Source: an optimization exercise on an open RTL-to-GDS flow (aim: small area). Production flows keep margins and buffers that such runs may drop. The RTL was checked by simulation tests, not by an equivalence proof against the original design. The clock input has no modelled driver; a real chip could not lean on it and would need a root buffer or a full tree. Power is estimated from default activity; no workload was simulated.

Design remote_top, start of the top module:
module remote_top (input  logic       CLOCK_50,
                   input  logic       reset,
                   input  logic [3:0] KEY,
                   output logic       IR_LED);
Size in the first run: roughly 210 cells after synthesis, about 61 flip-flops, ~7 I/O pins, ~2200 um2 of cells after synthesis.
clock: 20.0 ns
lec_check: 0
cap_margin: 20
core_margin: 2
core_utilization: 40
slew_margin: 20
run.sh (not shown) runs the stock make flow with config.mk's settings and CLKGATE_MAP_FILE= SYNTH_SCRIPT=/design/flow/synth_recipe.tcl, a recipe that flattens the netlist after the stock synthesis.
The first run completed without violations.
Next try:
- CTS_BUF_LIST: not set -> sky130_fd_sc_hd__clkbuf_4
- CTS_CLUSTER_DIAMETER: not set -> 200
- CTS_CLUSTER_SIZE: not set -> 30
The new run finished clean.
Register-to-register slack hardly moves.
Setup slack degrades by 0.063 ns.
Via count is about the same.
Clock-buffer cell count drops by 1.
Final area drops by about 2.7%.
Worst hold slack is about the same.
Synthesized cell count does not change.
Combinational power barely changes.
Non-clock buffer count does not change.


## lane 1
The RTL this note starts from:
==> flow/design.v <==
`timescale 1ns/1ns
module clk_38k (input  logic clk_50,
                input  logic reset,
                output logic clk_38);
  logic [9:0] lfsr;
  wire term = (lfsr == 10'd92);
  always_ff @(posedge clk_50) begin
    if (reset) begin
      clk_38 <= 1'b1;
      lfsr   <= 10'd536;
    end else if (term) begin
      clk_38 <= ~clk_38;
      lfsr   <= clk_38 ? 10'd664 : 10'd536;
    end else begin
      lfsr   <= {lfsr[8:0], lfsr[9] ^ lfsr[6]};
    end
  end
endmodule
`timescale 1ns/1ns
module samsung_command (input  logic clk,
                        input  logic reset,
                        input  logic key3,
                        output logic cmd);
  logic pressed;
  logic [20:0] lfsr;
  wire term = (lfsr == 21'd2035581);
  always_ff @(posedge clk) begin
    if (!key3) lfsr <= 21'd1;
    else       lfsr <= {lfsr[19:0], lfsr[20] ^ lfsr[18]};
    if (reset) begin
      pressed <= 1'b0;
      cmd     <= 1'b0;
    end else if (!key3) begin
      pressed <= 1'b1;
      cmd     <= ~pressed;
    end else if (term) begin
      pressed <= 1'b0;
    end
  end
endmodule
`timescale 1ns/1ns
module samsung_protocol (input  logic clk,
                         input  logic reset,
                         input  logic cmd,
                         output logic ir_mod);
  localparam logic [31:0] PATTERN = 32'he0e040bf;
  logic busy, lead, stop;
  logic [4:0] idx;
  logic [17:0] lfsr;
  wire term = (lfsr == 18'd142358);
  wire bitv = PATTERN[~idx];
  always_ff @(posedge clk) begin
    lfsr <= {lfsr[16:0], lfsr[17] ^ lfsr[10]};
    if (reset) begin
      busy   <= 1'b0;
      ir_mod <= 1'b0;
    end else if (!busy) begin
      if (cmd) begin
        busy   <= 1'b1;
        ir_mod <= 1'b1;
        lead   <= 1'b1;
        stop   <= 1'b0;
        idx    <= 5'd0;
        lfsr   <= 18'd234266;
      end
    end else if (term) begin
      if (ir_mod) begin
        ir_mod <= 1'b0;
        if (stop) busy <= 1'b0;
        lfsr <= lead ? 18'd234266 : (bitv ? 18'd237336 : 18'd249230);
      end else begin
        ir_mod <= 1'b1;
        lfsr   <= 18'd236316;
        if (lead) lead <= 1'b0;
        else begin
          idx <= idx + 5'd1;
          if (&idx) stop <= 1'b1;
        end
      end
    end
  end
endmodule
`timescale 1ns/1ns
module ir_drive (input  logic clk,
                 input  logic mod,
                 output logic ir_val);
  assign ir_val = clk & mod;
endmodule
`timescale 1ns/1ns
module remote_top (input  logic       CLOCK_50,
                   input  logic       reset,
                   input  logic [3:0] KEY,
                   output logic       IR_LED);
  logic clk_38, cmd, ir_mod;
  clk_38k divider (.clk_50(CLOCK_50), .reset(reset), .clk_38(clk_38));
  samsung_command key_to_cmd (.clk(CLOCK_50), .reset(reset), .key3(KEY[3]), .cmd(cmd));
  samsung_protocol prot (.clk(CLOCK_50), .reset(reset), .cmd(cmd), .ir_mod(ir_mod));
  ir_drive ir_drv (.clk(clk_38), .mod(ir_mod), .ir_val(IR_LED));
endmodule
==> flow/config.mk <==
export PLATFORM = sky130hd
export DESIGN_NAME = remote_top
export DESIGN_NICKNAME = remote_top
export VERILOG_FILES = /design/flow/design.v
export SDC_FILE = /design/flow/constraint.sdc
export NUM_CORES = 4
export LEC_CHECK = 0
export CAP_MARGIN = 20
export CORE_MARGIN = 2
export CORE_UTILIZATION = 40
export SLEW_MARGIN = 20
==> flow/constraint.sdc <==
create_clock -name core_clock -period 20.0 [get_ports {CLOCK_50}]
set_input_delay 4.0000 -clock core_clock [delete_from_list [all_inputs] [get_ports {CLOCK_50}]]
set_output_delay 4.0000 -clock core_clock [all_outputs]
set_load 0.01 [all_outputs]
standard.sh (not shown) runs the stock make flow with config.mk's settings and CLKGATE_MAP_FILE= SYNTH_SCRIPT=/design/flow/synth_recipe.tcl, a recipe that flattens the netlist after the stock synthesis.
==> flow/flow/run.sh <==
#!/bin/bash
# The standard layout (standard.sh: ORFS from synthesis to finish) with:
#  - a flat clock tree (clock_tree.tcl, run before CTS): a few clkbuf_8 leaf
#    buffers fed from the clock port, instead of TritonCTS's H-tree and
#    dummy loads;
#  - single-drive port buffers;
#  - power recovery (downsizing of non-critical gates) after global routing.
# Each tool's output is in the ORFS logs under orfs/logs/; standard.sh's
# whole output is in standard.log here.
HERE=$(cd "$(dirname "$0")" && pwd)
export PRE_CTS_TCL="$HERE/clock_tree.tcl"
export BUFFER_PORTS_ARGS="-buffer_cell sky130_fd_sc_hd__buf_1"
export RECOVER_POWER=100
bash standard.sh > standard.log 2>&1
==> flow/flow/clock_tree_params.tcl <==
set CT_LEAVES 2
set CT_BUF sky130_fd_sc_hd__clkbuf_16
Other scripts of this flow, unchanged in this note and not shown: flow/flow/clock_tree.tcl
Lane 1 finished every stage and its layout cleared the timing, DRC and antenna checks.
diff inputs: lane 1 => lane 5
==> flow/flow/clock_tree_params.tcl <==
set CT_LEAVES 4
set CT_BUF sky130_fd_sc_hd__clkbuf_8
Results
- Going from lane 1 to lane 5, maximum frequency shrank slightly.
- From lane 1 to lane 5 the numbers moved as follows: insertion delay to the later sink of the worst-skew pair about even, length of routed met2 wiring now sits lower, combined flip-flop and latch cell area barely changed.
No run of this note takes its clock network from TritonCTS; it comes from the design's own scripts or RTL.

==> separate check: timing with driven ports <==
In the flow no input, the clock included, has a driving cell. The finished layouts below were timed again as built, in two steps. Step 1 sets driving cells, clkbuf_16 on the clock port and buf_2 on the other inputs (assumed; they add their load-dependent delay and slew). Step 2 also shifts input and output timing later by t, the mid clock arrival at the registers, as if the neighbouring blocks saw the same clock. Slacks: ideal ports / drivers / drivers and shift; pairs: ideal ports / drivers.
run | t, ns | setup WS [ns] | hold slack, ns | slew at the worst register clock pin (ns) | worst data-port slew with drivers (ns)
the first run of note 1 | 0.367 | 14.446 / 14.417 / 14.237 | 0.436 / 0.436 / 0.436 | 0.08 / 0.08 | 0.03
the second run of note 1 | 0.415 | 14.382 / 14.358 / 14.247 | 0.438 / 0.438 / 0.438 | 0.11 / 0.11 | 0.03
lane 1 | 0.210 | 14.284 / 14.308 / 14.098 | 0.452 / 0.452 / 0.452 | 0.11 / 0.11 | 0.03
lane 5 | 0.205 | 14.265 / 14.298 / 14.094 | 0.444 / 0.444 / 0.444 | 0.10 / 0.10 | 0.03
After both steps setup and hold are still met in every run listed. The setup slack of the first run of note 1, which loses most, moves by -0.029 ns with the drivers and by -0.209 ns with both steps.
